Source: an optimization exercise on an open RTL-to-GDS flow (aim: small area and a short achievable clock period). Production flows keep margins and buffers that such runs may drop. Only simulation tests tie the RTL to the original design; equivalence was not proved. No driver is modelled on the clock port, so clock power and skew are understated where the tree is cut down; a real chip needs a root buffer or a tree. No activity file was given, so power comes from the tool's default toggle rates.

== build 15 ==
// mac5
module mac5 #(parameter WIDTH=32)
   (input logic [(WIDTH/2)-1:0] a,
    input logic [(WIDTH/2)-1:0] b,
    input logic               clk, reset,
    output logic [WIDTH-1:0]  out);
   logic [15:0] ra;
   logic [7:0] bneg, bone, btwo;
   logic rb15;
   wire [16:0] bx = {b, 1'b0};
   logic f;
   logic q2_0_0;
   logic q2_1_0;
   logic q2_2_0;
   logic q2_3_0;
   logic q2_3_1;
   logic q2_3_2;
   logic q2_4_0;
   logic q2_4_1;
   logic q2_5_0;
   logic q2_5_1;
   logic q2_6_0;
   logic q2_6_1;
   logic q2_7_0;
   logic q2_7_1;
   logic q2_8_0;
   logic q2_8_1;
   logic q2_9_0;
   logic q2_9_1;
   logic q2_10_0;
   logic q2_10_1;
   logic q2_11_0;
   logic q2_11_1;
   logic q2_11_2;
   logic q2_11_3;
   logic q2_12_0;
   logic q2_12_1;
   logic q2_12_2;
   logic q2_13_0;
   logic q2_13_1;
   logic q2_13_2;
   logic q2_14_0;
   logic q2_14_1;
   logic q2_14_2;
   logic q2_15_0;
   logic q2_15_1;
   logic q2_15_2;
   logic q2_16_0;
   logic q2_16_1;
   logic q2_16_2;
   logic q2_16_3;
   logic q2_17_0;
   logic q2_17_1;
   logic q2_17_2;
   logic q2_17_3;
   logic q2_18_0;
   logic q2_18_1;
   logic q2_18_2;
   logic q2_18_3;
   logic q2_19_0;
   logic q2_19_1;
   logic q2_19_2;
   logic q2_19_3;
   logic q2_20_0;
   logic q2_20_1;
   logic q2_20_2;
   logic q2_20_3;
   logic q2_21_0;
   logic q2_21_1;
   logic q2_21_2;
   logic q2_21_3;
   logic q2_22_0;
   logic q2_22_1;
   logic q2_23_0;
   logic q2_23_1;
   logic q2_23_2;
   logic q2_24_0;
   logic q2_24_1;
   logic q2_24_2;
   logic q2_25_0;
   logic q2_25_1;
   logic q2_25_2;
   logic q2_26_0;
   logic q2_26_1;
   logic q2_26_2;
   logic q2_27_0;
   logic q2_27_1;
   logic q2_27_2;
   logic q2_28_0;
   logic q2_29_0;
   logic q2_29_1;
   logic q2_30_0;
   logic q2_30_1;
   logic q2_31_0;
   logic q2_31_1;
   wire p1 = ~(((bone[0] & ra[0])) ^ bneg[0]);
   wire p2 = ~(((bone[0] & ra[1]) | (btwo[0] & ra[0])) ^ bneg[0]);
   wire p3 = ~(((bone[0] & ra[2]) | (btwo[0] & ra[1])) ^ bneg[0]);
   wire p4 = ~(((bone[0] & ra[3]) | (btwo[0] & ra[2])) ^ bneg[0]);
   wire p5 = ~(((bone[0] & ra[4]) | (btwo[0] & ra[3])) ^ bneg[0]);
  ...
export LEC_CHECK = 0
export ABC_CLOCK_PERIOD_IN_PS = 1000
export CAP_MARGIN = 20
export CORE_MARGIN = 2
export CORE_UTILIZATION = 40
export SETUP_SLACK_MARGIN = 4.5
export SLEW_MARGIN = 20
export SYNTH_HIERARCHICAL = 1
export SYNTH_MINIMUM_KEEP_SIZE = 0
create_clock -name core_clock -period 7.0 [get_ports {clk}]
standard.sh (not shown) runs the stock make flow with config.mk's settings and CLKGATE_MAP_FILE= SYNTH_SCRIPT=/design/flow/synth_recipe.tcl, a recipe that flattens the netlist after the stock synthesis.
==> flow/flow/run.sh <==
#!/bin/bash
# Standard layout, with port buffers of a plain buffer cell, sizing not held to
# the cells' footprints, and a clock tree without dummy loads.
bash standard.sh MATCH_CELL_FOOTPRINT=0 \
  BUFFER_PORTS_ARGS="-buffer_cell sky130_fd_sc_hd__buf_2" \
  CTS_ARGS="-sink_clustering_enable -repair_clock_nets -dont_use_dummy_load -sink_clustering_size 30 -sink_clustering_max_diameter 60 -sink_clustering_levels 1" \
  finish > standard.log 2>&1
Input changes introduced in build 21 (baseline for comparison: build 15):
==> flow/flow/run.sh <==
#!/bin/bash
# Standard layout, with port buffers of a plain buffer cell, sizing not held to
# the cells' footprints, and a clock tree without dummy loads.
bash standard.sh MATCH_CELL_FOOTPRINT=0 \
  BUFFER_PORTS_ARGS="-buffer_cell sky130_fd_sc_hd__buf_1" \
  CTS_ARGS="-sink_clustering_enable -repair_clock_nets -dont_use_dummy_load -sink_clustering_size 30 -sink_clustering_max_diameter 60 -root_buf sky130_fd_sc_hd__clkbuf_16 -buf_list {sky130_fd_sc_hd__clkbuf_4 sky130_fd_sc_hd__clkbuf_8 sky130_fd_sc_hd__clkbuf_16}" \
  finish > standard.log 2>&1
The run showing the greater area added between synthesis and finish is build 15. Reported leakage power, build 21 vs build 15: down by a few percent. Delta (build 21 minus build 15): wire length of the first global-routing pass up about 1%; number of antenna violations at the first check in global routing was more or less identical; overall fraction of global-route tracks in use went up by 0.17 points; number of stages on the worst setup path has increased. Placer's final routability congestion estimate in build 21 vs build 15: up 0.32%.
Setup changes, build 21 to build 16
==> flow/flow/run.sh <==
#!/bin/bash
# Standard layout, with port buffers of a plain buffer cell, sizing not held to
# the cells' footprints, and a clock tree without dummy loads.
bash standard.sh MATCH_CELL_FOOTPRINT=0 \
  BUFFER_PORTS_ARGS="-buffer_cell sky130_fd_sc_hd__buf_2" \
  CTS_ARGS="-sink_clustering_enable -repair_clock_nets -dont_use_dummy_load -sink_clustering_size 30 -sink_clustering_max_diameter 60" \
  finish > standard.log 2>&1
Results
Build 16 has completed all stages; timing, DRC and antenna checks passed. Taking build 21 as the reference, in build 16 share of layout cells above drive strength 1 went up, total clock buffers created by CTS went up, total area of multi-input combinational cells did not really move, worst setup slack went down. Build 21 ended up with q3_lo7 as its critical path capture point; build 16 ended up with q2_10_0. Against build 21, build 16 comes in 0.47 points lower on switching power as a share of total power. The final reports for build 16 and build 21 show post-route total power higher in the former. Data arrival time at the worst-slack endpoint of build 16 is on par with build 21. In terms of net count reported at finish, build 16 and build 21 differ only marginally. Going from build 21 to build 16, fill cell instance count of the final layout shrinks by 54. [build 16 vs build 21] maximum fanout along the worst path: higher in build 16. Build 16 ended up with sky130_fd_sc_hd__dfxtp_2 as its slowest library cell on the worst path; build 21 ended up with sky130_fd_sc_hd__fa_1.
[inputs] build 4 vs build 16
diff --git a/flow/flow/run.sh b/flow/flow/run.sh
--- a/flow/flow/run.sh
+++ b/flow/flow/run.sh
@@ -6 +6 @@
-  CTS_ARGS="-sink_clustering_enable -repair_clock_nets -dont_use_dummy_load -sink_clustering_size 30 -sink_clustering_max_diameter 60" \
+  CTS_ARGS="-sink_clustering_enable -repair_clock_nets -dont_use_dummy_load -sink_clustering_size 30 -sink_clustering_max_diameter 60 -num_static_layers 1" \
==> run notes <==
When the final numbers for build 16 and build 4 were put side by side, the setup slack turned out to be smaller in build 4.
Arrival time of data at the critical path endpoint: lower on build 16
Compared with build 16, non-clock buffer count in build 4 increased slightly.
Build 4 ends up with a final cycle utilization of the critical path that is 0.33 points higher than in build 16.
For build 77, these inputs were changed with respect to build 4:
==> flow/flow/run.sh <==
#!/bin/bash
# Standard layout, with port buffers of a plain buffer cell, sizing not held to
# the cells' footprints, and a clock tree without dummy loads.
bash standard.sh MATCH_CELL_FOOTPRINT=0 \
  BUFFER_PORTS_ARGS="-buffer_cell sky130_fd_sc_hd__buf_1" \
  CTS_ARGS="-sink_clustering_enable -repair_clock_nets -dont_use_dummy_load -sink_clustering_size 24 -sink_clustering_max_diameter 50 -root_buf sky130_fd_sc_hd__clkbuf_16 -buf_list sky130_fd_sc_hd__clkbuf_8" \
  finish > standard.log 2>&1
==> comparison <==
Build 77: all stages complete, timing, DRC and antenna checks passed. Status: floorplan row count parity (build 77, build 4). Run comparison: build 77 slowest stage cell on the critical path sky130_fd_sc_hd__fa_1; build 4 slowest stage cell on the critical path sky130_fd_sc_hd__dfxtp_2. Build 77 vs. build 4: combinational power essentially unchanged; required time of the critical path flat.

---

Another version of the RTL of mac5 (not shown whole).
Size: ~960 cells after synthesis, roughly 66 I/O pins, roughly 0.012 mm2 of cells after synthesis.
==> flow/design.v (excerpt) <==
module mac5 #(parameter WIDTH=32)
   (input logic [(WIDTH/2)-1:0] a,
    input logic [(WIDTH/2)-1:0] b,
    input logic               clk, reset,
    output logic [WIDTH-1:0]  out);
==> flow/config.mk <==
export PLATFORM = sky130hd
export DESIGN_NAME = mac5
export DESIGN_NICKNAME = mac5
export VERILOG_FILES = /design/flow/design.v
export SDC_FILE = /design/flow/constraint.sdc
export NUM_CORES = 4
export LEC_CHECK = 0
export ABC_CLOCK_PERIOD_IN_PS = 1000
export CAP_MARGIN = 20
export CORE_MARGIN = 2
export CORE_UTILIZATION = 40
export SETUP_SLACK_MARGIN = 4.5
export SLEW_MARGIN = 20
export SYNTH_HIERARCHICAL = 1
export SYNTH_MINIMUM_KEEP_SIZE = 0
==> flow/constraint.sdc <==
create_clock -name core_clock -period 7.0 [get_ports {clk}]
set_input_delay 1.4000 -clock core_clock [delete_from_list [all_inputs] [get_ports {clk}]]
set_output_delay 1.4000 -clock core_clock [all_outputs]
set_load 0.01 [all_outputs]
==> flow/flow/run.sh <==
#!/bin/bash
# Standard layout, with port buffers of a plain buffer cell, sizing not held to
# the cells' footprints, and a clock tree without dummy loads.
bash standard.sh MATCH_CELL_FOOTPRINT=0 \
  BUFFER_PORTS_ARGS="-buffer_cell sky130_fd_sc_hd__buf_2" \
  CTS_ARGS="-sink_clustering_enable -repair_clock_nets -dont_use_dummy_load -sink_clustering_size 30 -sink_clustering_max_diameter 60" \
  finish > standard.log 2>&1
Rerun with:
Settings changed: CORE_UTILIZATION 40 to 70.
After rerunning: The changed run ran to the end with no violations; maximum frequency is lower by 0.45%; routed wire length is lower by 1.4%; register-to-register slack degrades by 0.02 ns; sequential cell count does not change; first-iteration DRC count climbs by 29%.
Rerun with:
Settings changed: CORE_UTILIZATION 70 to 40, SETUP_SLACK_MARGIN 4.5 to 4.6.
The new run finished with timing, DRC and antenna clean.
Die area increases by 72%.
Total power increases by 6.7%.
Maximum frequency increases by 2.3%.
Non-clock buffer count increases by 65.
First-iteration DRC count decreases by 41%.

---

mac5, a different RTL version from the one above (not shown whole).
Size: about 980 cells after synthesis.
==> flow/config.mk <==
export PLATFORM = sky130hd
export DESIGN_NAME = mac5
export DESIGN_NICKNAME = mac5
export VERILOG_FILES = /design/flow/design.v
export SDC_FILE = /design/flow/constraint.sdc
export NUM_CORES = 4
export LEC_CHECK = 0
export ABC_CLOCK_PERIOD_IN_PS = 1000
export CAP_MARGIN = 20
export CORE_MARGIN = 2
export CORE_UTILIZATION = 40
export SETUP_SLACK_MARGIN = 4.6
export SLEW_MARGIN = 20
export SYNTH_HIERARCHICAL = 1
export SYNTH_MINIMUM_KEEP_SIZE = 0
==> flow/constraint.sdc <==
create_clock -name core_clock -period 7.0 [get_ports {clk}]
set_input_delay 1.4000 -clock core_clock [delete_from_list [all_inputs] [get_ports {clk}]]
set_output_delay 1.4000 -clock core_clock [all_outputs]
set_load 0.01 [all_outputs]
==> flow/flow/run.sh <==
#!/bin/bash
# Standard layout (bash standard.sh) with: port buffers of a plain buffer cell;
# sizing not held to the cells' footprints; a fanout limit of 9 for the
# placement repair step (fanout.tcl); a clock tree without dummy loads; and
# the root clock buffer removed after CTS (clock_root.tcl), so that the clock
# port drives the two buffers below it. Each tool's output goes to its own log
# here and under orfs/logs.
set -e
ARGS=(MATCH_CELL_FOOTPRINT=0
  BUFFER_PORTS_ARGS="-buffer_cell sky130_fd_sc_hd__buf_1"
  PRE_RESIZE_TCL=$PWD/flow/fanout.tcl
  CTS_ARGS="-sink_clustering_enable -repair_clock_nets -dont_use_dummy_load -sink_clustering_size 30 -sink_clustering_max_diameter 60")
bash standard.sh "${ARGS[@]}" cts > standard_cts.log 2>&1
CTS_DB=$PWD/orfs/results/sky130hd/mac5/base/4_cts.odb openroad -no_init -exit flow/clock_root.tcl > clock_root.log 2>&1
bash standard.sh "${ARGS[@]}" finish > standard.log 2>&1
==> flow/flow/clock_root.tcl <==
set db_file $::env(CTS_DB)
read_db $db_file
set block [ord::get_db_block]
set clk_net [$block findNet clk]
set roots {}
foreach it [$clk_net getITerms] { lappend roots [$it getInst] }
foreach root $roots {
  set rout [[$root findITerm X] getNet]
  set sinks {}
  foreach it [$rout getITerms] { if {[$it getInst] ne $root} { lappend sinks $it } }
  puts "removing root [$root getName] ([llength $sinks] sinks)"
  foreach it $sinks { $it disconnect; $it connect $clk_net }
  [$root findITerm A] disconnect
  [$root findITerm X] disconnect
  odb::dbInst_destroy $root
  odb::dbNet_destroy $rout
}
set n 0
foreach it [$clk_net getITerms] { incr n }
puts "clock port now drives $n cell pins"
write_db $db_file
==> flow/flow/fanout.tcl <==
set_max_fanout 9 [current_design]
The baseline finished with timing, DRC and antenna clean.
Then changed:
==> flow/flow/run.sh (replaced) <==
#!/bin/bash
# Standard layout, with port buffers of a plain buffer cell, sizing not held to
# the cells' footprints, and a clock tree without dummy loads.
bash standard.sh MATCH_CELL_FOOTPRINT=0 \
  BUFFER_PORTS_ARGS="-buffer_cell sky130_fd_sc_hd__buf_1" \
  CTS_ARGS="-sink_clustering_enable -repair_clock_nets -dont_use_dummy_load -sink_clustering_size 30 -sink_clustering_max_diameter 60" \
  finish > standard.log 2>&1
- TNS_END_PERCENT: unset -> 10
removed: flow/flow/clock_root.tcl
removed: flow/flow/fanout.tcl
Outcome:
- critical path depth came out lower by 5
- non-clock buffer count came out lower by 91
- cell area came out lower by a little under a tenth
- worst hold slack gets better by 0.034 ns
- power came out lower by a few percent
Then changed:
==> flow/flow/run.sh (replaced) <==
#!/bin/bash
# Standard layout (bash standard.sh) with: port buffers of a plain buffer cell,
# sizing not held to the cells' footprints, a clock tree without dummy loads,
# and the clock tree's middle level removed after CTS (flatten_clock.tcl).
# Each tool's output goes to its own log here and under orfs/logs.
set -e
ARGS=(MATCH_CELL_FOOTPRINT=0
  BUFFER_PORTS_ARGS="-buffer_cell sky130_fd_sc_hd__buf_1"
  CTS_ARGS="-sink_clustering_enable -repair_clock_nets -dont_use_dummy_load -sink_clustering_size 30 -sink_clustering_max_diameter 60")
bash standard.sh "${ARGS[@]}" cts > standard_cts.log 2>&1
CTS_DB=$PWD/orfs/results/sky130hd/mac5/base/4_cts.odb openroad -no_init -exit flow/flatten_clock.tcl > flatten_clock.log 2>&1
bash standard.sh "${ARGS[@]}" finish > standard.log 2>&1
==> flow/flow/flatten_clock.tcl (new file) <==
# Removes the middle level of the clock tree that CTS built (the buffers the
# root clock buffer drives), so the root drives the leaf buffers directly.
# Every register keeps the same number of buffers (two) on its clock path.
set db_file $::env(CTS_DB)
read_db $db_file
set block [ord::get_db_block]
set clk_net [$block findNet clk]
set roots {}
foreach it [$clk_net getITerms] { lappend roots [$it getInst] }
foreach root $roots {
  set rout [[$root findITerm X] getNet]
  set mids {}
  foreach it [$rout getITerms] {
    if {[$it isInputSignal] || [[$it getMTerm] getName] eq "A"} {
      set inst [$it getInst]
      if {$inst ne $root && [string match "*clkbuf*" [[$inst getMaster] getName]]} { lappend mids $inst }
    }
  }
  puts "root [$root getName] drives [llength $mids] buffers"
  foreach m $mids {
    set mout [[$m findITerm X] getNet]
    set sinks {}
    foreach it [$mout getITerms] { if {[$it getInst] ne $m} { lappend sinks $it } }
    puts "  removing [$m getName] ([llength $sinks] sinks)"
    foreach it $sinks { $it disconnect; $it connect $rout }
    [$m findITerm A] disconnect
    [$m findITerm X] disconnect
    odb::dbInst_destroy $m
    odb::dbNet_destroy $mout
  }
}
write_db $db_file
- SETUP_SLACK_MARGIN: 4.6 -> 4.5
- TNS_END_PERCENT: 10 -> unset
=> Power shrinks by 2.3%; design area falls by 3.4%; die area stays the same; maximum frequency barely changes; clock skew hardly moves; combinational power falls by about 3%.
Then changed:
--- a/flow/flow/run.sh
+++ b/flow/flow/run.sh
@@ -3,3 +3,3 @@
 # sizing not held to the cells' footprints, a clock tree without dummy loads,
-# and the clock tree's middle level removed after CTS (flatten_clock.tcl).
+# and the root clock buffer removed after CTS, so that the clock port drives the two buffers below it (clock_root.tcl).
 # Each tool's output goes to its own log here and under orfs/logs.
@@ -10,3 +10,3 @@
 bash standard.sh "${ARGS[@]}" cts > standard_cts.log 2>&1
-CTS_DB=$PWD/orfs/results/sky130hd/mac5/base/4_cts.odb openroad -no_init -exit flow/flatten_clock.tcl > flatten_clock.log 2>&1
+CTS_DB=$PWD/orfs/results/sky130hd/mac5/base/4_cts.odb openroad -no_init -exit flow/clock_root.tcl > flatten_clock.log 2>&1
 bash standard.sh "${ARGS[@]}" finish > standard.log 2>&1
==> flow/flow/clock_root.tcl (new file) <==
set db_file $::env(CTS_DB)
read_db $db_file
set block [ord::get_db_block]
set clk_net [$block findNet clk]
set roots {}
foreach it [$clk_net getITerms] { lappend roots [$it getInst] }
foreach root $roots {
  set rout [[$root findITerm X] getNet]
  set sinks {}
  foreach it [$rout getITerms] { if {[$it getInst] ne $root} { lappend sinks $it } }
  puts "removing root [$root getName] ([llength $sinks] sinks)"
  foreach it $sinks { $it disconnect; $it connect $clk_net }
  [$root findITerm A] disconnect
  [$root findITerm X] disconnect
  odb::dbInst_destroy $root
  odb::dbNet_destroy $rout
}
set n 0
foreach it [$clk_net getITerms] { incr n }
puts "clock port now drives $n cell pins"
write_db $db_file
- SETUP_SLACK_MARGIN: 4.5 -> 4.65
removed: flow/flow/flatten_clock.tcl
- The new run finished clean
- via count grows by about 4.4%
- routed wire length increases by about 7%
- synthesized cell count stays the same
- setup slack improves by 0.025 ns

==> afterwards: timing with drivers on the ports <==
The results above use ideal ports. As a check the final layouts listed here were re-extracted and re-timed, cells and wires unchanged.
Step 1 assumes that a clkbuf_16 drives the clock port and a buf_2 every other input.
Step 2 adds t to the input delays and takes it off the output delays; t is the mean of the earliest and latest rising clock arrival at the registers after step 1. Input paths then give back, and output paths get back, about the clock's delay inside the block.
Three values: ideal ports, drivers, drivers and shift; two values: the first two.
run | t (ns) | setup slack, ns | worst setup path after step 2 | latest minus earliest clock arrival (ns) | worst data-port slew with drivers (ns)
build 15 | 0.533 | 4.558 / 4.528 / 4.558 | register to register | 0.059 / 0.059 | 0.04
build 21 | 0.530 | 4.567 / 4.516 / 4.567 | register to register | 0.059 / 0.059 | 0.04
build 16 | 0.533 | 4.558 / 4.528 / 4.558 | register to register | 0.059 / 0.059 | 0.04
build 4 | 0.534 | 4.535 / 4.527 / 4.535 | register to register | 0.058 / 0.058 | 0.04
build 77 | 0.516 | 4.504 / 4.504 / 4.504 | register to register | 0.062 / 0.062 | 0.04
the first run of note 2 | 0.526 | 4.550 / 4.505 / 4.560 | register to register | 0.052 / 0.052 | 0.07
the second run of note 2 | 0.505 | 4.539 / 4.510 / 4.539 | register to register | 0.033 / 0.032 | 0.04
the third run of note 2 | 0.527 | 4.594 / 4.582 / 4.594 | register to register | 0.077 / 0.077 | 0.05
the first run of note 3 | 0.411 | 4.443 / 4.443 / 4.443 | register to register | 0.071 / 0.071 | 0.03
the second run of note 3 | 0.532 | 4.567 / 4.517 / 4.599 | register to register | 0.050 / 0.051 | 0.04
the third run of note 3 | 0.484 | 4.571 / 4.525 / 4.593 | register to register | 0.053 / 0.053 | 0.04
the fourth run of note 3 | 0.403 | 4.596 / 4.596 / 4.596 | register to register | 0.041 / 0.041 | 0.04
After both steps setup and hold are still met in every run listed.
